From an optimization exercise on the open Yosys and OpenROAD flow, aimed at small area; shortcuts taken in it are not production practice. Function was checked by simulation only, so behaviour that the tests miss may differ from the original.

### design/flow/design.v
`timescale 1ns / 1ps
module _latency #(
    parameter Latency = 7,
    parameter DATA_Width = 8,
    parameter RST_Enable = 1
)
(
    input clk,rst,clk_en,
    input [DATA_Width-1:0] din,
    output [DATA_Width-1:0] dout 
);
reg [DATA_Width-1:0] _delay [Latency-1:0];
integer i;
always @(posedge clk) begin
    if(clk_en) begin
        for(i=0; i<Latency-1; i=i+1)
            _delay[i+1] <= _delay[i];
        _delay[0] <= din;
    end
    if(RST_Enable) begin
        if(rst) begin
            for(i=0; i<Latency-1; i=i+1)
                _delay[i] <= 0;
        end
    end
end
assign dout = _delay[Latency-1];
endmodule
`timescale 1ns / 1ps
module  interpolator_raw #
(
    parameter D_width = 6
)
(
    input clk,rst,
    input clk_en,
    input din_valid,
    input din_last,
    input [D_width-1:0]dx,dy,
    input [7:0] lu,ru,ld,rd,
    output dout_valid,
    output dout_last,
    output [7:0] p
);
wire xap1;
mxn u_xap1 (.s(dx[0]), .l(lu[0]), .r(ru[0]), .y(xap1));
wire xap2;
mxn u_xap2 (.s(dx[0]), .l(lu[1]), .r(ru[1]), .y(xap2));
wire xap3;
mxn u_xap3 (.s(dx[0]), .l(lu[2]), .r(ru[2]), .y(xap3));
wire xap4;
mxn u_xap4 (.s(dx[0]), .l(lu[3]), .r(ru[3]), .y(xap4));
wire xap5;
mxn u_xap5 (.s(dx[0]), .l(lu[4]), .r(ru[4]), .y(xap5));
wire xap6;
mxn u_xap6 (.s(dx[0]), .l(lu[5]), .r(ru[5]), .y(xap6));
wire xap7;
mxn u_xap7 (.s(dx[0]), .l(lu[6]), .r(ru[6]), .y(xap7));
wire xap8;
mxn u_xap8 (.s(dx[0]), .l(lu[7]), .r(ru[7]), .y(xap8));
wire xap9;
mxn u_xap9 (.s(dx[1]), .l(lu[0]), .r(ru[0]), .y(xap9));
wire xap10;
mxn u_xap10 (.s(dx[1]), .l(lu[1]), .r(ru[1]), .y(xap10));
wire xap11;
mxn u_xap11 (.s(dx[1]), .l(lu[2]), .r(ru[2]), .y(xap11));
wire xap12;
mxn u_xap12 (.s(dx[1]), .l(lu[3]), .r(ru[3]), .y(xap12));
wire xap13;
mxn u_xap13 (.s(dx[1]), .l(lu[4]), .r(ru[4]), .y(xap13));
wire xap14;
mxn u_xap14 (.s(dx[1]), .l(lu[5]), .r(ru[5]), .y(xap14));
wire xap15;
mxn u_xap15 (.s(dx[1]), .l(lu[6]), .r(ru[6]), .y(xap15));
wire xap16;
mxn u_xap16 (.s(dx[1]), .l(lu[7]), .r(ru[7]), .y(xap16));
wire xap17;
mxn u_xap17 (.s(dx[2]), .l(lu[0]), .r(ru[0]), .y(xap17));
wire xap18;
mxn u_xap18 (.s(dx[2]), .l(lu[1]), .r(ru[1]), .y(xap18));
wire xap19;
mxn u_xap19 (.s(dx[2]), .l(lu[2]), .r(ru[2]), .y(xap19));
wire xap20;
mxn u_xap20 (.s(dx[2]), .l(lu[3]), .r(ru[3]), .y(xap20));
wire xap21;
mxn u_xap21 (.s(dx[2]), .l(lu[4]), .r(ru[4]), .y(xap21));
wire xap22;
mxn u_xap22 (.s(dx[2]), .l(lu[5]), .r(ru[5]), .y(xap22));
wire xap23;
mxn u_xap23 (.s(dx[2]), .l(lu[6]), .r(ru[6]), .y(xap23));
wire xap24;
mxn u_xap24 (.s(dx[2]), .l(lu[7]), .r(ru[7]), .y(xap24));
wire xap25;
mxn u_xap25 (.s(dx[3]), .l(lu[0]), .r(ru[0]), .y(xap25));
wire xap26;
mxn u_xap26 (.s(dx[3]), .l(lu[1]), .r(ru[1]), .y(xap26));
wire xap27;
mxn u_xap27 (.s(dx[3]), .l(lu[2]), .r(ru[2]), .y(xap27));
wire xap28;
mxn u_xap28 (.s(dx[3]), .l(lu[3]), .r(ru[3]), .y(xap28));
wire xap29;
mxn u_xap29 (.s(dx[3]), .l(lu[4]), .r(ru[4]), .y(xap29));
wire xap30;
mxn u_xap30 (.s(dx[3]), .l(lu[5]), .r(ru[5]), .y(xap30));
wire xap31;
mxn u_xap31 (.s(dx[3]), .l(lu[6]), .r(ru[6]), .y(xap31));
wire xap32;
mxn u_xap32 (.s(dx[3]), .l(lu[7]), .r(ru[7]), .y(xap32));
wire xap33;
mxn u_xap33 (.s(dx[4]), .l(lu[0]), .r(ru[0]), .y(xap33));
wire xap34;
mxn u_xap34 (.s(dx[4]), .l(lu[1]), .r(ru[1]), .y(xap34));
wire xap35;
mxn u_xap35 (.s(dx[4]), .l(lu[2]), .r(ru[2]), .y(xap35));
wire xap36;
mxn u_xap36 (.s(dx[4]), .l(lu[3]), .r(ru[3]), .y(xap36));
wire xap37;
mxn u_xap37 (.s(dx[4]), .l(lu[4]), .r(ru[4]), .y(xap37));
wire xap38;
mxn u_xap38 (.s(dx[4]), .l(lu[5]), .r(ru[5]), .y(xap38));
wire xap39;
mxn u_xap39 (.s(dx[4]), .l(lu[6]), .r(ru[6]), .y(xap39));
wire xap40;
mxn u_xap40 (.s(dx[4]), .l(lu[7]), .r(ru[7]), .y(xap40));
wire xap41;
mxn u_xap41 (.s(dx[5]), .l(lu[0]), .r(ru[0]), .y(xap41));
wire xap42;
mxn u_xap42 (.s(dx[5]), .l(lu[1]), .r(ru[1]), .y(xap42));
wire xap43;
mxn u_xap43 (.s(dx[5]), .l(lu[2]), .r(ru[2]), .y(xap43));
wire xap44;
mxn u_xap44 (.s(dx[5]), .l(lu[3]), .r(ru[3]), .y(xap44));
wire xap45;
mxn u_xap45 (.s(dx[5]), .l(lu[4]), .r(ru[4]), .y(xap45));
wire xap46;
mxn u_xap46 (.s(dx[5]), .l(lu[5]), .r(ru[5]), .y(xap46));
wire xap47;
mxn u_xap47 (.s(dx[5]), .l(lu[6]), .r(ru[6]), .y(xap47));
wire xap48;
mxn u_xap48 (.s(dx[5]), .l(lu[7]), .r(ru[7]), .y(xap48));
wire xas50, xac49;
fa u_xas50 (.a(xap10), .b(xap17), .ci(xap3), .s(xas50), .co(xac49));
wire xas52, xac51;
fa u_xas52 (.a(xap11), .b(xap18), .ci(xap25), .s(xas52), .co(xac51));
wire xas54, xac53;
fa u_xas54 (.a(xap4), .b(xac49), .ci(xas52), .s(xas54), .co(xac53));
wire xas56, xac55;
fa u_xas56 (.a(xap12), .b(xap19), .ci(xap26), .s(xas56), .co(xac55));
wire xas58, xac57;
fa u_xas58 (.a(xap33), .b(xap5), .ci(xac51), .s(xas58), .co(xac57));
wire xas60, xac59;
fa u_xas60 (.a(xas56), .b(xac53), .ci(xas58), .s(xas60), .co(xac59));
wire xas62, xac61;
fa u_xas62 (.a(xap13), .b(xap20), .ci(xap27), .s(xas62), .co(xac61));
wire xas64, xac63;
fa u_xas64 (.a(xap34), .b(xap41), .ci(xap6), .s(xas64), .co(xac63));
wire xas66, xac65;
fa u_xas66 (.a(xac55), .b(xas62), .ci(xas64), .s(xas66), .co(xac65));
wire xas68, xac67;
fa u_xas68 (.a(xac57), .b(xas66), .ci(xac59), .s(xas68), .co(xac67));
wire xas70, xac69;
fa u_xas70 (.a(xap14), .b(xap21), .ci(xap28), .s(xas70), .co(xac69));
wire xas72, xac71;
fa u_xas72 (.a(xap35), .b(xap42), .ci(xap7), .s(xas72), .co(xac71));
wire xas74, xac73;
fa u_xas74 (.a(xac61), .b(xac63), .ci(xas70), .s(xas74), .co(xac73));
wire xas76, xac75;
fa u_xas76 (.a(xas72), .b(xac65), .ci(xas74), .s(xas76), .co(xac75));
wire xas78, xac77;
fa u_xas78 (.a(xap15), .b(xap22), .ci(xap29), .s(xas78), .co(xac77));
wire xas80, xac79;
fa u_xas80 (.a(xap36), .b(xap43), .ci(xap8), .s(xas80), .co(xac79));
wire xas82, xac81;
fa u_xas82 (.a(xac69), .b(xac71), .ci(xas78), .s(xas82), .co(xac81));
wire xas84, xac83;
fa u_xas84 (.a(xas80), .b(xac73), .ci(xas82), .s(xas84), .co(xac83));
wire xas86, xac85;
fa u_xas86 (.a(xap16), .b(xap23), .ci(xap30), .s(xas86), .co(xac85));
wire xas88, xac87;
fa u_xas88 (.a(xap37), .b(xap44), .ci(xac77), .s(xas88), .co(xac87));
wire xas90, xac89;
fa u_xas90 (.a(xac79), .b(xas86), .ci(xac81), .s(xas90), .co(xac89));
wire xas92, xac91;
fa u_xas92 (.a(xas88), .b(xac83), .ci(xas90), .s(xas92), .co(xac91));
wire xas94, xac93;
fa u_xas94 (.a(xap24), .b(xap31), .ci(xap38), .s(xas94), .co(xac93));
wire xas96, xac95;
fa u_xas96 (.a(xap45), .b(xac85), .ci(xas94), .s(xas96), .co(xac95));
wire xas98, xac97;
fa u_xas98 (.a(xac87), .b(xas96), .ci(xac89), .s(xas98), .co(xac97));
wire xas100, xac99;
fa u_xas100 (.a(xap32), .b(xap39), .ci(xap46), .s(xas100), .co(xac99));
wire xas102, xac101;
fa u_xas102 (.a(xac93), .b(xas100), .ci(xac95), .s(xas102), .co(xac101));
wire xas104, xac103;
fa u_xas104 (.a(xap40), .b(xap47), .ci(xac99), .s(xas104), .co(xac103));
wire [13:0] xasum105 = {1'b1, xap48, xas104, xas102, xac91, xas92, xac75, xas76, xas68, xas60, xas54, xas50, xap2, xap1} + {1'b1, xac103, xac101, xac97, xas98, 1'b1, xas84, xac67, 1'b1, 1'b1, 1'b1, 1'b1, xap9, 1'b1} + 1'b1;
wire xbp106;
mxn u_xbp106 (.s(dx[0]), .l(ld[0]), .r(rd[0]), .y(xbp106));
wire xbp107;
mxn u_xbp107 (.s(dx[0]), .l(ld[1]), .r(rd[1]), .y(xbp107));
wire xbp108;
mxn u_xbp108 (.s(dx[0]), .l(ld[2]), .r(rd[2]), .y(xbp108));
wire xbp109;
mxn u_xbp109 (.s(dx[0]), .l(ld[3]), .r(rd[3]), .y(xbp109));
wire xbp110;
mxn u_xbp110 (.s(dx[0]), .l(ld[4]), .r(rd[4]), .y(xbp110));
wire xbp111;
mxn u_xbp111 (.s(dx[0]), .l(ld[5]), .r(rd[5]), .y(xbp111));
wire xbp112;
mxn u_xbp112 (.s(dx[0]), .l(ld[6]), .r(rd[6]), .y(xbp112));
wire xbp113;
mxn u_xbp113 (.s(dx[0]), .l(ld[7]), .r(rd[7]), .y(xbp113));
wire xbp114;
mxn u_xbp114 (.s(dx[1]), .l(ld[0]), .r(rd[0]), .y(xbp114));
wire xbp115;
mxn u_xbp115 (.s(dx[1]), .l(ld[1]), .r(rd[1]), .y(xbp115));
wire xbp116;
mxn u_xbp116 (.s(dx[1]), .l(ld[2]), .r(rd[2]), .y(xbp116));
wire xbp117;
mxn u_xbp117 (.s(dx[1]), .l(ld[3]), .r(rd[3]), .y(xbp117));
wire xbp118;
mxn u_xbp118 (.s(dx[1]), .l(ld[4]), .r(rd[4]), .y(xbp118));
wire xbp119;
mxn u_xbp119 (.s(dx[1]), .l(ld[5]), .r(rd[5]), .y(xbp119));
wire xbp120;
mxn u_xbp120 (.s(dx[1]), .l(ld[6]), .r(rd[6]), .y(xbp120));
wire xbp121;
mxn u_xbp121 (.s(dx[1]), .l(ld[7]), .r(rd[7]), .y(xbp121));
wire xbp122;
mxn u_xbp122 (.s(dx[2]), .l(ld[0]), .r(rd[0]), .y(xbp122));
wire xbp123;
mxn u_xbp123 (.s(dx[2]), .l(ld[1]), .r(rd[1]), .y(xbp123));
wire xbp124;
mxn u_xbp124 (.s(dx[2]), .l(ld[2]), .r(rd[2]), .y(xbp124));
wire xbp125;
mxn u_xbp125 (.s(dx[2]), .l(ld[3]), .r(rd[3]), .y(xbp125));
wire xbp126;
mxn u_xbp126 (.s(dx[2]), .l(ld[4]), .r(rd[4]), .y(xbp126));
wire xbp127;
mxn u_xbp127 (.s(dx[2]), .l(ld[5]), .r(rd[5]), .y(xbp127));
wire xbp128;
mxn u_xbp128 (.s(dx[2]), .l(ld[6]), .r(rd[6]), .y(xbp128));
wire xbp129;
mxn u_xbp129 (.s(dx[2]), .l(ld[7]), .r(rd[7]), .y(xbp129));
wire xbp130;
mxn u_xbp130 (.s(dx[3]), .l(ld[0]), .r(rd[0]), .y(xbp130));
wire xbp131;
mxn u_xbp131 (.s(dx[3]), .l(ld[1]), .r(rd[1]), .y(xbp131));
wire xbp132;
mxn u_xbp132 (.s(dx[3]), .l(ld[2]), .r(rd[2]), .y(xbp132));
wire xbp133;
mxn u_xbp133 (.s(dx[3]), .l(ld[3]), .r(rd[3]), .y(xbp133));
wire xbp134;
mxn u_xbp134 (.s(dx[3]), .l(ld[4]), .r(rd[4]), .y(xbp134));
wire xbp135;
mxn u_xbp135 (.s(dx[3]), .l(ld[5]), .r(rd[5]), .y(xbp135));
wire xbp136;
mxn u_xbp136 (.s(dx[3]), .l(ld[6]), .r(rd[6]), .y(xbp136));
wire xbp137;
mxn u_xbp137 (.s(dx[3]), .l(ld[7]), .r(rd[7]), .y(xbp137));
wire xbp138;
mxn u_xbp138 (.s(dx[4]), .l(ld[0]), .r(rd[0]), .y(xbp138));
wire xbp139;
mxn u_xbp139 (.s(dx[4]), .l(ld[1]), .r(rd[1]), .y(xbp139));
wire xbp140;
mxn u_xbp140 (.s(dx[4]), .l(ld[2]), .r(rd[2]), .y(xbp140));
wire xbp141;
mxn u_xbp141 (.s(dx[4]), .l(ld[3]), .r(rd[3]), .y(xbp141));
wire xbp142;
mxn u_xbp142 (.s(dx[4]), .l(ld[4]), .r(rd[4]), .y(xbp142));
wire xbp143;
mxn u_xbp143 (.s(dx[4]), .l(ld[5]), .r(rd[5]), .y(xbp143));
wire xbp144;
mxn u_xbp144 (.s(dx[4]), .l(ld[6]), .r(rd[6]), .y(xbp144));
wire xbp145;
mxn u_xbp145 (.s(dx[4]), .l(ld[7]), .r(rd[7]), .y(xbp145));
wire xbp146;
mxn u_xbp146 (.s(dx[5]), .l(ld[0]), .r(rd[0]), .y(xbp146));
wire xbp147;
mxn u_xbp147 (.s(dx[5]), .l(ld[1]), .r(rd[1]), .y(xbp147));
wire xbp148;
mxn u_xbp148 (.s(dx[5]), .l(ld[2]), .r(rd[2]), .y(xbp148));
wire xbp149;
mxn u_xbp149 (.s(dx[5]), .l(ld[3]), .r(rd[3]), .y(xbp149));
wire xbp150;
mxn u_xbp150 (.s(dx[5]), .l(ld[4]), .r(rd[4]), .y(xbp150));
wire xbp151;
mxn u_xbp151 (.s(dx[5]), .l(ld[5]), .r(rd[5]), .y(xbp151));
wire xbp152;
mxn u_xbp152 (.s(dx[5]), .l(ld[6]), .r(rd[6]), .y(xbp152));
wire xbp153;
mxn u_xbp153 (.s(dx[5]), .l(ld[7]), .r(rd[7]), .y(xbp153));
wire xbs155, xbc154;
fa u_xbs155 (.a(xbp108), .b(xbp115), .ci(xbp122), .s(xbs155), .co(xbc154));
wire xbs157, xbc156;
fa u_xbs157 (.a(xbp109), .b(xbp116), .ci(xbp123), .s(xbs157), .co(xbc156));
wire xbs159, xbc158;
fa u_xbs159 (.a(xbp130), .b(xbc154), .ci(xbs157), .s(xbs159), .co(xbc158));
wire xbs161, xbc160;
fa u_xbs161 (.a(xbp110), .b(xbp117), .ci(xbp124), .s(xbs161), .co(xbc160));
wire xbs163, xbc162;
fa u_xbs163 (.a(xbp131), .b(xbp138), .ci(xbc156), .s(xbs163), .co(xbc162));
wire xbs165, xbc164;
fa u_xbs165 (.a(xbs161), .b(xbc158), .ci(xbs163), .s(xbs165), .co(xbc164));
wire xbs167, xbc166;
fa u_xbs167 (.a(xbp111), .b(xbp118), .ci(xbp125), .s(xbs167), .co(xbc166));
wire xbs169, xbc168;
fa u_xbs169 (.a(xbp132), .b(xbp139), .ci(xbp146), .s(xbs169), .co(xbc168));
wire xbs171, xbc170;
fa u_xbs171 (.a(xbc160), .b(xbs167), .ci(xbs169), .s(xbs171), .co(xbc170));
wire xbs173, xbc172;
fa u_xbs173 (.a(xbc162), .b(xbs171), .ci(xbc164), .s(xbs173), .co(xbc172));
wire xbs175, xbc174;
fa u_xbs175 (.a(xbp112), .b(xbp119), .ci(xbp126), .s(xbs175), .co(xbc174));
wire xbs177, xbc176;
fa u_xbs177 (.a(xbp133), .b(xbp140), .ci(xbp147), .s(xbs177), .co(xbc176));
wire xbs179, xbc178;
fa u_xbs179 (.a(xbc166), .b(xbc168), .ci(xbs175), .s(xbs179), .co(xbc178));
wire xbs181, xbc180;
fa u_xbs181 (.a(xbs177), .b(xbc170), .ci(xbs179), .s(xbs181), .co(xbc180));
wire xbs183, xbc182;
fa u_xbs183 (.a(xbp113), .b(xbp120), .ci(xbp127), .s(xbs183), .co(xbc182));
wire xbs185, xbc184;
fa u_xbs185 (.a(xbp134), .b(xbp141), .ci(xbp148), .s(xbs185), .co(xbc184));
wire xbs187, xbc186;
fa u_xbs187 (.a(xbc174), .b(xbc176), .ci(xbs183), .s(xbs187), .co(xbc186));
wire xbs189, xbc188;
fa u_xbs189 (.a(xbs185), .b(xbc178), .ci(xbs187), .s(xbs189), .co(xbc188));
wire xbs191, xbc190;
fa u_xbs191 (.a(xbp121), .b(xbp128), .ci(xbp135), .s(xbs191), .co(xbc190));
wire xbs193, xbc192;
fa u_xbs193 (.a(xbp142), .b(xbp149), .ci(xbc182), .s(xbs193), .co(xbc192));
wire xbs195, xbc194;
fa u_xbs195 (.a(xbc184), .b(xbs191), .ci(xbc186), .s(xbs195), .co(xbc194));
wire xbs197, xbc196;
fa u_xbs197 (.a(xbs193), .b(xbc188), .ci(xbs195), .s(xbs197), .co(xbc196));
wire xbs199, xbc198;
fa u_xbs199 (.a(xbp129), .b(xbp136), .ci(xbp143), .s(xbs199), .co(xbc198));
wire xbs201, xbc200;
fa u_xbs201 (.a(xbp150), .b(xbc190), .ci(xbs199), .s(xbs201), .co(xbc200));
wire xbs203, xbc202;
fa u_xbs203 (.a(xbc192), .b(xbs201), .ci(xbc194), .s(xbs203), .co(xbc202));
wire xbs205, xbc204;
fa u_xbs205 (.a(xbp137), .b(xbp144), .ci(xbp151), .s(xbs205), .co(xbc204));
wire xbs207, xbc206;
fa u_xbs207 (.a(xbc198), .b(xbs205), .ci(xbc200), .s(xbs207), .co(xbc206));
wire xbs209, xbc208;
fa u_xbs209 (.a(xbp145), .b(xbp152), .ci(xbc204), .s(xbs209), .co(xbc208));
wire [13:0] xbsum210 = {1'b1, xbp153, xbs209, xbs207, xbc196, xbs197, xbc180, xbs181, xbs173, xbs165, xbs159, xbs155, xbp107, xbp106} + {1'b1, xbc208, xbc206, xbc202, xbs203, 1'b1, xbs189, xbc172, 1'b1, 1'b1, 1'b1, 1'b1, xbp114, 1'b1} + 1'b1;
wire [13:0] a_n = {xasum105[13], xasum105[12], xasum105[11], xasum105[10], xasum105[9], xasum105[8], xasum105[7], xasum105[6], xasum105[5], xasum105[4], xasum105[3], xasum105[2], xasum105[1], xasum105[0]};
wire [13:0] b_n = {xbsum210[13], xbsum210[12], xbsum210[11], xbsum210[10], xbsum210[9], xbsum210[8], xbsum210[7], xbsum210[6], xbsum210[5], xbsum210[4], xbsum210[3], xbsum210[2], xbsum210[1], xbsum210[0]};
reg [13:0] a_n1, b_n1;
reg [5:0] dy_1;
always @ (posedge clk)
    if (clk_en) begin
        a_n1 <= a_n;
        b_n1 <= b_n;
        dy_1 <= dy;
    end
wire yp211;
mxn u_yp211 (.s(dy_1[0]), .l(a_n1[0]), .r(b_n1[0]), .y(yp211));
wire yp212;
mxn u_yp212 (.s(dy_1[0]), .l(a_n1[1]), .r(b_n1[1]), .y(yp212));
wire yp213;
mxn u_yp213 (.s(dy_1[0]), .l(a_n1[2]), .r(b_n1[2]), .y(yp213));
wire yp214;
mxn u_yp214 (.s(dy_1[0]), .l(a_n1[3]), .r(b_n1[3]), .y(yp214));
wire yp215;
mxn u_yp215 (.s(dy_1[0]), .l(a_n1[4]), .r(b_n1[4]), .y(yp215));
wire yp216;
mxn u_yp216 (.s(dy_1[0]), .l(a_n1[5]), .r(b_n1[5]), .y(yp216));
wire yp217;
mxn u_yp217 (.s(dy_1[0]), .l(a_n1[6]), .r(b_n1[6]), .y(yp217));
wire yp218;
mxn u_yp218 (.s(dy_1[0]), .l(a_n1[7]), .r(b_n1[7]), .y(yp218));
wire yp219;
mxn u_yp219 (.s(dy_1[0]), .l(a_n1[8]), .r(b_n1[8]), .y(yp219));
wire yp220;
mxn u_yp220 (.s(dy_1[0]), .l(a_n1[9]), .r(b_n1[9]), .y(yp220));
wire yp221;
mxn u_yp221 (.s(dy_1[0]), .l(a_n1[10]), .r(b_n1[10]), .y(yp221));
wire yp222;
mxn u_yp222 (.s(dy_1[0]), .l(a_n1[11]), .r(b_n1[11]), .y(yp222));
wire yp223;
mxn u_yp223 (.s(dy_1[0]), .l(a_n1[12]), .r(b_n1[12]), .y(yp223));
wire yp224;
mxn u_yp224 (.s(dy_1[0]), .l(a_n1[13]), .r(b_n1[13]), .y(yp224));
wire yp225;
mxn u_yp225 (.s(dy_1[1]), .l(a_n1[0]), .r(b_n1[0]), .y(yp225));
wire yp226;
mxn u_yp226 (.s(dy_1[1]), .l(a_n1[1]), .r(b_n1[1]), .y(yp226));
wire yp227;
mxn u_yp227 (.s(dy_1[1]), .l(a_n1[2]), .r(b_n1[2]), .y(yp227));
wire yp228;
mxn u_yp228 (.s(dy_1[1]), .l(a_n1[3]), .r(b_n1[3]), .y(yp228));
wire yp229;
mxn u_yp229 (.s(dy_1[1]), .l(a_n1[4]), .r(b_n1[4]), .y(yp229));
wire yp230;
mxn u_yp230 (.s(dy_1[1]), .l(a_n1[5]), .r(b_n1[5]), .y(yp230));
wire yp231;
mxn u_yp231 (.s(dy_1[1]), .l(a_n1[6]), .r(b_n1[6]), .y(yp231));
wire yp232;
mxn u_yp232 (.s(dy_1[1]), .l(a_n1[7]), .r(b_n1[7]), .y(yp232));
wire yp233;
mxn u_yp233 (.s(dy_1[1]), .l(a_n1[8]), .r(b_n1[8]), .y(yp233));
wire yp234;
mxn u_yp234 (.s(dy_1[1]), .l(a_n1[9]), .r(b_n1[9]), .y(yp234));
wire yp235;
mxn u_yp235 (.s(dy_1[1]), .l(a_n1[10]), .r(b_n1[10]), .y(yp235));
wire yp236;
mxn u_yp236 (.s(dy_1[1]), .l(a_n1[11]), .r(b_n1[11]), .y(yp236));
wire yp237;
mxn u_yp237 (.s(dy_1[1]), .l(a_n1[12]), .r(b_n1[12]), .y(yp237));
wire yp238;
mxn u_yp238 (.s(dy_1[1]), .l(a_n1[13]), .r(b_n1[13]), .y(yp238));
wire yp239;
mxn u_yp239 (.s(dy_1[2]), .l(a_n1[0]), .r(b_n1[0]), .y(yp239));
wire yp240;
mxn u_yp240 (.s(dy_1[2]), .l(a_n1[1]), .r(b_n1[1]), .y(yp240));
wire yp241;
mxn u_yp241 (.s(dy_1[2]), .l(a_n1[2]), .r(b_n1[2]), .y(yp241));
wire yp242;
mxn u_yp242 (.s(dy_1[2]), .l(a_n1[3]), .r(b_n1[3]), .y(yp242));
wire yp243;
mxn u_yp243 (.s(dy_1[2]), .l(a_n1[4]), .r(b_n1[4]), .y(yp243));
wire yp244;
mxn u_yp244 (.s(dy_1[2]), .l(a_n1[5]), .r(b_n1[5]), .y(yp244));
wire yp245;
mxn u_yp245 (.s(dy_1[2]), .l(a_n1[6]), .r(b_n1[6]), .y(yp245));
wire yp246;
mxn u_yp246 (.s(dy_1[2]), .l(a_n1[7]), .r(b_n1[7]), .y(yp246));
wire yp247;
mxn u_yp247 (.s(dy_1[2]), .l(a_n1[8]), .r(b_n1[8]), .y(yp247));
wire yp248;
mxn u_yp248 (.s(dy_1[2]), .l(a_n1[9]), .r(b_n1[9]), .y(yp248));
wire yp249;
mxn u_yp249 (.s(dy_1[2]), .l(a_n1[10]), .r(b_n1[10]), .y(yp249));
wire yp250;
mxn u_yp250 (.s(dy_1[2]), .l(a_n1[11]), .r(b_n1[11]), .y(yp250));
wire yp251;
mxn u_yp251 (.s(dy_1[2]), .l(a_n1[12]), .r(b_n1[12]), .y(yp251));
wire yp252;
mxn u_yp252 (.s(dy_1[2]), .l(a_n1[13]), .r(b_n1[13]), .y(yp252));
wire yp253;
mxn u_yp253 (.s(dy_1[3]), .l(a_n1[0]), .r(b_n1[0]), .y(yp253));
wire yp254;
mxn u_yp254 (.s(dy_1[3]), .l(a_n1[1]), .r(b_n1[1]), .y(yp254));
wire yp255;
mxn u_yp255 (.s(dy_1[3]), .l(a_n1[2]), .r(b_n1[2]), .y(yp255));
wire yp256;
mxn u_yp256 (.s(dy_1[3]), .l(a_n1[3]), .r(b_n1[3]), .y(yp256));
wire yp257;
mxn u_yp257 (.s(dy_1[3]), .l(a_n1[4]), .r(b_n1[4]), .y(yp257));
wire yp258;
mxn u_yp258 (.s(dy_1[3]), .l(a_n1[5]), .r(b_n1[5]), .y(yp258));
wire yp259;
mxn u_yp259 (.s(dy_1[3]), .l(a_n1[6]), .r(b_n1[6]), .y(yp259));
wire yp260;
mxn u_yp260 (.s(dy_1[3]), .l(a_n1[7]), .r(b_n1[7]), .y(yp260));
wire yp261;
mxn u_yp261 (.s(dy_1[3]), .l(a_n1[8]), .r(b_n1[8]), .y(yp261));
wire yp262;
mxn u_yp262 (.s(dy_1[3]), .l(a_n1[9]), .r(b_n1[9]), .y(yp262));
wire yp263;
mxn u_yp263 (.s(dy_1[3]), .l(a_n1[10]), .r(b_n1[10]), .y(yp263));
wire yp264;
mxn u_yp264 (.s(dy_1[3]), .l(a_n1[11]), .r(b_n1[11]), .y(yp264));
wire yp265;
mxn u_yp265 (.s(dy_1[3]), .l(a_n1[12]), .r(b_n1[12]), .y(yp265));
wire yp266;
mxn u_yp266 (.s(dy_1[3]), .l(a_n1[13]), .r(b_n1[13]), .y(yp266));
wire yp267;
mxn u_yp267 (.s(dy_1[4]), .l(a_n1[0]), .r(b_n1[0]), .y(yp267));
wire yp268;
mxn u_yp268 (.s(dy_1[4]), .l(a_n1[1]), .r(b_n1[1]), .y(yp268));
wire yp269;
mxn u_yp269 (.s(dy_1[4]), .l(a_n1[2]), .r(b_n1[2]), .y(yp269));
wire yp270;
mxn u_yp270 (.s(dy_1[4]), .l(a_n1[3]), .r(b_n1[3]), .y(yp270));
wire yp271;
mxn u_yp271 (.s(dy_1[4]), .l(a_n1[4]), .r(b_n1[4]), .y(yp271));
wire yp272;
mxn u_yp272 (.s(dy_1[4]), .l(a_n1[5]), .r(b_n1[5]), .y(yp272));
wire yp273;
mxn u_yp273 (.s(dy_1[4]), .l(a_n1[6]), .r(b_n1[6]), .y(yp273));
wire yp274;
mxn u_yp274 (.s(dy_1[4]), .l(a_n1[7]), .r(b_n1[7]), .y(yp274));
wire yp275;
mxn u_yp275 (.s(dy_1[4]), .l(a_n1[8]), .r(b_n1[8]), .y(yp275));
wire yp276;
mxn u_yp276 (.s(dy_1[4]), .l(a_n1[9]), .r(b_n1[9]), .y(yp276));
wire yp277;
mxn u_yp277 (.s(dy_1[4]), .l(a_n1[10]), .r(b_n1[10]), .y(yp277));
wire yp278;
mxn u_yp278 (.s(dy_1[4]), .l(a_n1[11]), .r(b_n1[11]), .y(yp278));
wire yp279;
mxn u_yp279 (.s(dy_1[4]), .l(a_n1[12]), .r(b_n1[12]), .y(yp279));
wire yp280;
mxn u_yp280 (.s(dy_1[4]), .l(a_n1[13]), .r(b_n1[13]), .y(yp280));
wire yp281;
mxn u_yp281 (.s(dy_1[5]), .l(a_n1[0]), .r(b_n1[0]), .y(yp281));
wire yp282;
mxn u_yp282 (.s(dy_1[5]), .l(a_n1[1]), .r(b_n1[1]), .y(yp282));
wire yp283;
mxn u_yp283 (.s(dy_1[5]), .l(a_n1[2]), .r(b_n1[2]), .y(yp283));
wire yp284;
mxn u_yp284 (.s(dy_1[5]), .l(a_n1[3]), .r(b_n1[3]), .y(yp284));
wire yp285;
mxn u_yp285 (.s(dy_1[5]), .l(a_n1[4]), .r(b_n1[4]), .y(yp285));
wire yp286;
mxn u_yp286 (.s(dy_1[5]), .l(a_n1[5]), .r(b_n1[5]), .y(yp286));
wire yp287;
mxn u_yp287 (.s(dy_1[5]), .l(a_n1[6]), .r(b_n1[6]), .y(yp287));
wire yp288;
mxn u_yp288 (.s(dy_1[5]), .l(a_n1[7]), .r(b_n1[7]), .y(yp288));
wire yp289;
mxn u_yp289 (.s(dy_1[5]), .l(a_n1[8]), .r(b_n1[8]), .y(yp289));
wire yp290;
mxn u_yp290 (.s(dy_1[5]), .l(a_n1[9]), .r(b_n1[9]), .y(yp290));
wire yp291;
mxn u_yp291 (.s(dy_1[5]), .l(a_n1[10]), .r(b_n1[10]), .y(yp291));
wire yp292;
mxn u_yp292 (.s(dy_1[5]), .l(a_n1[11]), .r(b_n1[11]), .y(yp292));
wire yp293;
mxn u_yp293 (.s(dy_1[5]), .l(a_n1[12]), .r(b_n1[12]), .y(yp293));
wire yp294;
mxn u_yp294 (.s(dy_1[5]), .l(a_n1[13]), .r(b_n1[13]), .y(yp294));
wire ys296, yc295;
fa u_ys296 (.a(yp213), .b(yp226), .ci(yp239), .s(ys296), .co(yc295));
wire ys298, yc297;
fa u_ys298 (.a(yp214), .b(yp227), .ci(yp240), .s(ys298), .co(yc297));
wire ys300, yc299;
fa u_ys300 (.a(yp253), .b(yc295), .ci(ys298), .s(ys300), .co(yc299));
wire ys302, yc301;
fa u_ys302 (.a(yp215), .b(yp228), .ci(yp241), .s(ys302), .co(yc301));
wire ys304, yc303;
fa u_ys304 (.a(yp254), .b(yp267), .ci(yc297), .s(ys304), .co(yc303));
wire ys306, yc305;
fa u_ys306 (.a(ys302), .b(yc299), .ci(ys304), .s(ys306), .co(yc305));
wire ys308, yc307;
fa u_ys308 (.a(yp216), .b(yp229), .ci(yp242), .s(ys308), .co(yc307));
wire ys310, yc309;
fa u_ys310 (.a(yp255), .b(yp268), .ci(yp281), .s(ys310), .co(yc309));
wire ys312, yc311;
fa u_ys312 (.a(yc301), .b(ys308), .ci(ys310), .s(ys312), .co(yc311));
wire ys314, yc313;
fa u_ys314 (.a(yc303), .b(ys312), .ci(yc305), .s(ys314), .co(yc313));
wire ys316, yc315;
fa u_ys316 (.a(yp217), .b(yp230), .ci(yp243), .s(ys316), .co(yc315));
wire ys318, yc317;
fa u_ys318 (.a(yp256), .b(yp269), .ci(yp282), .s(ys318), .co(yc317));
wire ys320, yc319;
fa u_ys320 (.a(yc307), .b(yc309), .ci(ys316), .s(ys320), .co(yc319));
wire ys322, yc321;
fa u_ys322 (.a(ys318), .b(yc311), .ci(ys320), .s(ys322), .co(yc321));
wire ys324, yc323;
fa u_ys324 (.a(yp218), .b(yp231), .ci(yp244), .s(ys324), .co(yc323));
wire ys326, yc325;
fa u_ys326 (.a(yp257), .b(yp270), .ci(yp283), .s(ys326), .co(yc325));
wire ys328, yc327;
fa u_ys328 (.a(yc315), .b(yc317), .ci(ys324), .s(ys328), .co(yc327));
wire ys330, yc329;
fa u_ys330 (.a(ys326), .b(yc319), .ci(ys328), .s(ys330), .co(yc329));
wire ys332, yc331;
fa u_ys332 (.a(yp219), .b(yp232), .ci(yp245), .s(ys332), .co(yc331));
wire ys334, yc333;
fa u_ys334 (.a(yp258), .b(yp271), .ci(yp284), .s(ys334), .co(yc333));
wire ys336, yc335;
fa u_ys336 (.a(yc323), .b(yc325), .ci(ys332), .s(ys336), .co(yc335));
wire ys338, yc337;
fa u_ys338 (.a(ys334), .b(yc327), .ci(ys336), .s(ys338), .co(yc337));
wire ys340, yc339;
fa u_ys340 (.a(yp220), .b(yp233), .ci(yp246), .s(ys340), .co(yc339));
wire ys342, yc341;
fa u_ys342 (.a(yp259), .b(yp272), .ci(yp285), .s(ys342), .co(yc341));
wire ys344, yc343;
fa u_ys344 (.a(yc331), .b(yc333), .ci(ys340), .s(ys344), .co(yc343));
wire ys346, yc345;
fa u_ys346 (.a(ys342), .b(yc335), .ci(ys344), .s(ys346), .co(yc345));
wire ys348, yc347;
fa u_ys348 (.a(yp221), .b(yp234), .ci(yp247), .s(ys348), .co(yc347));
wire ys350, yc349;
fa u_ys350 (.a(yp260), .b(yp273), .ci(yp286), .s(ys350), .co(yc349));
wire ys352, yc351;
fa u_ys352 (.a(yc339), .b(yc341), .ci(ys348), .s(ys352), .co(yc351));
wire ys354, yc353;
fa u_ys354 (.a(ys350), .b(yc343), .ci(ys352), .s(ys354), .co(yc353));
wire ys356, yc355;
fa u_ys356 (.a(yp222), .b(yp235), .ci(yp248), .s(ys356), .co(yc355));
wire ys358, yc357;
fa u_ys358 (.a(yp261), .b(yp274), .ci(yp287), .s(ys358), .co(yc357));
wire ys360, yc359;
fa u_ys360 (.a(yc347), .b(yc349), .ci(ys356), .s(ys360), .co(yc359));
wire ys362, yc361;
fa u_ys362 (.a(ys358), .b(yc351), .ci(ys360), .s(ys362), .co(yc361));
wire ys364, yc363;
fa u_ys364 (.a(yp223), .b(yp236), .ci(yp249), .s(ys364), .co(yc363));
wire ys366, yc365;
fa u_ys366 (.a(yp262), .b(yp275), .ci(yp288), .s(ys366), .co(yc365));
wire ys368, yc367;
fa u_ys368 (.a(yc355), .b(yc357), .ci(ys364), .s(ys368), .co(yc367));
wire ys370, yc369;
fa u_ys370 (.a(ys366), .b(yc359), .ci(ys368), .s(ys370), .co(yc369));
wire ys372, yc371;
fa u_ys372 (.a(yp224), .b(yp237), .ci(yp250), .s(ys372), .co(yc371));
wire ys374, yc373;
fa u_ys374 (.a(yp263), .b(yp276), .ci(yp289), .s(ys374), .co(yc373));
wire ys376, yc375;
fa u_ys376 (.a(yc363), .b(yc365), .ci(ys372), .s(ys376), .co(yc375));
wire ys378, yc377;
fa u_ys378 (.a(ys374), .b(yc367), .ci(ys376), .s(ys378), .co(yc377));
wire ys380, yc379;
fa u_ys380 (.a(yp238), .b(yp251), .ci(yp264), .s(ys380), .co(yc379));
wire ys382, yc381;
fa u_ys382 (.a(yp277), .b(yp290), .ci(yc371), .s(ys382), .co(yc381));
wire ys384, yc383;
fa u_ys384 (.a(yc373), .b(ys380), .ci(yc375), .s(ys384), .co(yc383));
wire ys386, yc385;
fa u_ys386 (.a(ys382), .b(yc377), .ci(ys384), .s(ys386), .co(yc385));
wire ys388, yc387;
fa u_ys388 (.a(yp252), .b(yp265), .ci(yp278), .s(ys388), .co(yc387));
wire ys390, yc389;
fa u_ys390 (.a(yp291), .b(yc379), .ci(ys388), .s(ys390), .co(yc389));
wire ys392, yc391;
fa u_ys392 (.a(yc381), .b(ys390), .ci(yc383), .s(ys392), .co(yc391));
wire ys394, yc393;
fa u_ys394 (.a(yp266), .b(yp279), .ci(yp292), .s(ys394), .co(yc393));
wire ys396, yc395;
fa u_ys396 (.a(yc387), .b(ys394), .ci(yc389), .s(ys396), .co(yc395));
wire ys398, yc397;
fa u_ys398 (.a(yp280), .b(yp293), .ci(yc393), .s(ys398), .co(yc397));
wire [19:0] ysum399 = {1'b0, yp294, ys398, ys396, yc385, ys386, yc369, yc361, yc353, yc345, yc337, yc329, yc321, ys322, ys314, ys306, ys300, ys296, yp212, yp211} + {1'b0, yc397, yc395, yc391, ys392, 1'b0, ys378, ys370, ys362, ys354, ys346, ys338, ys330, yc313, 1'b0, 1'b0, 1'b0, 1'b0, yp225, 1'b0};
wire [7:0] s_hi = {ysum399[19], ysum399[18], ysum399[17], ysum399[16], ysum399[15], ysum399[14], ysum399[13], ysum399[12]};
reg [7:0] p2, p3, p4;
always @ (posedge clk)
    if (clk_en) begin
        p2 <= s_hi;
        p3 <= p2;
        p4 <= p3;
    end
assign p = p4;
reg [3:0] v, l;
always @ (posedge clk) begin
    if (clk_en) begin
        v <= {v[2:0], din_valid};
        l <= {l[2:0], din_last};
    end
    if (rst)
        v[2:0] <= 3'b0;
end
assign dout_valid = v[3];
assign dout_last = l[3];
endmodule
module mxn (
    input s, l, r,
    output y
);
assign y = ~(s ? r : l);
endmodule
module fa (
    input a, b, ci,
    output s, co
);
assign {co, s} = a + b + ci;
endmodule
module mj (
    input a, b, c,
    output y
);
assign y = (a & b) | (a & c) | (b & c);
endmodule
module ha (
    input a, b,
    output s, co
);
assign {co, s} = a + b;
endmodule
module han (
    input a, b,
    output s, co
);
assign s = ~(a ^ b);
assign co = a | b;
endmodule
### design/flow/run.sh
#!/bin/bash
# synth_recipe.tcl (not shown) runs the flow's synth.tcl, then flattens the netlist and writes it again
# the make line also repeats each setting of config.mk as NAME=value (left out here)
make -C /OpenROAD-flow-scripts/flow DESIGN_CONFIG=/design/flow/config.mk WORK_HOME=/design/flow/orfs CLKGATE_MAP_FILE= SYNTH_SCRIPT=/design/flow/synth_recipe.tcl finish
### design/flow/config.mk
export PLATFORM = sky130hd
export DESIGN_NAME = interpolator_raw
export DESIGN_NICKNAME = interpolator_raw
export VERILOG_FILES = /design/flow/design.v
export SDC_FILE = /design/flow/constraint.sdc
export NUM_CORES = 4
export LEC_CHECK = 0
export CAP_MARGIN = 20
export CORE_MARGIN = 2
export CORE_UTILIZATION = 40
export SLEW_MARGIN = 20
export SYNTH_HIERARCHICAL = 1
export SYNTH_MINIMUM_KEEP_SIZE = 0
### design/flow/constraint.sdc
create_clock -name core_clock -period 5.0 [get_ports {clk}]
set_input_delay 1.0000 -clock core_clock [delete_from_list [all_inputs] [get_ports {clk}]]
set_output_delay 1.0000 -clock core_clock [all_outputs]
set_load 0.01 [all_outputs]
==> flow_metrics.py <==
metrics = {
    "status": {
        "status": "no timing/DRC/antenna violations",
    },
    "routing": {
        "ant_nets": 0,
        "via_per_inst": 5.337,
        "routedWlPerCell_um": 17.02,
        "drt_first_pass_iters": 4,
        "wl_um": 15370,
        "dr_total_vias": 4819,
        "detail_route.iter0.violations": 161,
        "drc": 0,
    },
    "synth": {
        "ys_types": 38,
        "synth_largest_area_cell": "fa_1",
        "ys_seq_elements": 66,
        "netlist_area_mm2": 0.007217,
        "yosysWarnings": 7,
        "post-synth-top-area-fraction_pct": 29.96,
        "syn_inst": 529,
        "yosysSeqAreaShare_pct": 27.05,
        "avgSynthCellArea_um2": 13.64,
        "synth.area.top_cells": "fa_1 30%, edfxtp_1 26%, mux2i_1 25%",
        "syn-num-nets": 714,
    },
    "global_route": {
        "grt_first_pass_wirelength_um": 25600,
        "grt_pass1_vias": 5223,
        "grt_max_degree": 38,
        "antenna_found_initial": 0,
        "grt_usage_pct": 16.24,
        "overflow": 0,
    },
    "clock_tree": {
        "htree_levels": 3,
        "clk_path_buf_depth": 2,
        "cts_buffers": 9,
        "worstSkewPairLatency_ps": 330,
        "cts_tree": "yes",
        "cts_hold_buf": 0,
        "cts_root_buffer": "clkbuf_16",
        "clk_pin_slew_ps": 50,
        "clock-sinks": 66,
    },
    "placement": {
        "dp.cells": 885,
        "portBuffers": 58,
        "gp_congestion": 0.8730,
        "dp_hpwl_um": 12710,
    },
    "setup_path": {
        "cp.required_ps": 5070,
        "crit_chain": "clkdlybuf4s50_1 -> buf_12 -> mux2i_4 -> fa_1 -> fa_2 -> fa_1 -> fa_1 -> or4b_4 -> a2111oi_4 -> o21bai_1 -> a21oi_1 -> xnor2_1",
        "path_class": "in2reg",
        "rr_worst_depth": 12,
        "startpoint": "dx[2]",
        "path_max_fanout": 7,
        "cp-start-kind": "primary input",
        "crit_arrival_ps": 4960,
        "reg2reg_to": "p2[5]",
        "crit_path_end_kind": "flop",
        "cpPeakStageDelay_ps": 570,
        "r2r_start": "dy_1[2]",
        "r2r_slack_ps": 540,
        "cp_common_cell": "fa_1",
        "slowest_stage": "or4b_4",
    },
    "timing": {
        "finalCriticalPeriod_ps": 4890,
        "tightest_slew_ps": 671.6,
        "whs_ps": 418.7,
        "slew_violations": 0,
        "relSlewSlack_pct": 55.23,
        "timing.final.crit_share_pct": 97.79,
        "setup_viol": 0,
        "rsz0062_at_grt": "no",
        "finalHoldViolCount": 0,
        "finalClockSkew_ps": 8.745,
        "fmax_mhz": 204.5,
    },
    "cells_and_area": {
        "diodes": 0,
        "layout_commonest_cell": "mux2i_1",
        "multi_input_area_mm2": 0.005305,
        "layoutNonFillerInstCount": 903,
        "final_cell_mix": "171 x mux2i_1, 105 x fa_1, 68 x buf_4",
        "fin_nets": 854,
        "final.fill_count": 1512,
        "drive_gt1_share_pct": 16.47,
        "area_growth_pct": 25.47,
        "ff_latch_area_mm2": 0.001952,
    },
    "die": {
        "io_pins": 59,
        "die_w_um": 138.3,
        "core.rowCount": 49,
        "start_util_pct": 40.45,
        "dieArea_mm2": 0.01913,
        "die_height_um": 138.3,
        "coreArea_mm2": 0.01784,
    },
    "hold_path": {
        "worstHoldPathCells": 0,
        "hold_path_class": "reg2reg",
        "worstHoldStart": "p2[3]",
        "min_to": "p3[3]",
    },
    "run": {
        "drv_cap": 0,
    },
}
[synth_stat cells]
master and count:
mux2i_1 182, fa_1 108, edfxtp_1 63, ha_1 28
nor2_1 16, a21oi_1 13, inv_1 13, xor2_1 12
nand2_1 11, xnor2_1 10, nand3_1 7, o21ai_0 7
nand4_1 5, a21o_1 4, nor3_1 4, nor4_1 4
o21bai_1 4, o31ai_1 4, a211oi_1 3, dfxtp_1 3
o21a_1 3, or3_1 3, a2111oi_4 2, clkbuf_1 2
nand2b_1 2, o311ai_1 2, o32a_1 2, or4b_4 2
a2111oi_0 1, a21boi_0 1, a311oi_1 1, a31o_2 1
a41oi_1 1, and2_1 1, and2_2 1, o2111ai_1 1
o211ai_1 1, o311a_1 1
[worst max-delay path by stage]
stage	slack [ps]	to
finish	110	b_n1[11]
global route	8	b_n1[12]
detailed placement	-360	b_n1[13]
floorplan	500	b_n1[13]
global placement	-290	a_n1[13]
CTS	-5	b_n1[13]
[through the flow]
stage          utilization (%)  area (µm²)  setup slack (ps)  setup TNS (ps)
4_1_cts                  50.07        8932            -4.831          -6.823
5_1_grt                  50.75        9055             8.205               0
3_3_place_gp             48.37        8630            -285.5           -1514
6_report                 50.75        9055             110.3               0
2_1_floorplan                -        7217             503.2               0
3_5_place_dp             48.37        8630            -358.7           -2134
[cell type report]
class,count,share of cell area (%)
Tap cell,229,3.164
Clock buffer,9,2.487
Inverter,13,0.5389
Clock inverter,7,0.8567
Timing Repair Buffer,131,12.81
Sequential cell,66,21.56
Multi-Input combinational cell,448,58.59
[critical path: cells and delay by family]
family                   cells  cell delay (ps)
multiplexers                 1              220
adder cells (fa/ha/maj)      4             1730
XOR/XNOR                     1              100
AND/OR/NAND/NOR              1              570
AO/OA/AOI/OAI                3              680
buffers and inverters        2              650
[routing by layer]
| metal | wire (µm) | vias to the layer above | global-route usage (%) |
|---|---|---|---|
| li1 | - | 2259 | - |
| met1 | 7014 | 2440 | 21.09 |
| met2 | 7731 | 102 | 28.87 |
| met3 | 435 | 18 | 2.148 |
| met4 | 184 | 0 | 4.028 |
| met5 | 0 | - | 0 |
[logic make-up (layout without fill, tap and decap cells)]
logic type	after synthesis	in the layout	share of synthesized area, %
simple gates	56	56	3.953
compound gates	52	52	5.496
buf+inv	15	160	0.7802
mux	182	182	25.24
xor+xnor	22	22	2.670
flops	66	66	27.05
fa+ha+maj	136	136	34.81
[per-module statistics from Yosys, one instance, submodules excluded]
module | flops+latches | cell area, µm² | times used
fa | 0 | 20.02 | 108
interpolator_raw | 66 | 3263 | 1
mxn | 0 | 10.01 | 179
[flip-flops by register name, summed over array words and instances (netlist names)]
name	flops
a_n1	14
b_n1	14
dy_1	6
l	4
p2	8
p3	8
p4	8
v	4
[timing repair]
item                       in CTS  in global routing
pin swaps                       0                 10
buffers inserted                0                  2
setup endpoints to repair       2                  7
gates resized for setup         0                 22

## what the ideal ports hide
In the flow no input, the clock included, has a driving cell. The finished layout below was timed again as built, in two steps. Step 1, drivers: a clkbuf_16 drives clk and a buf_2 each remaining input, both assumed. Step 2, shift: input delay + t, output delay - t, t = (earliest + latest rising clock arrival at the registers) / 2. This alone moves slack from input paths to output paths. Three values: ideal, step 1, step 2; two values: the first two.
shift t [ns]: 0.367
setup slack, ns: 0.110 / 0.126 / -0.241
cell pins on the clock port's net: 1
With both steps, setup timing fails in this run, where it was met with ideal ports. For this run, drivers alone change the setup slack by +0.016 ns; drivers and shift together by -0.351 ns.
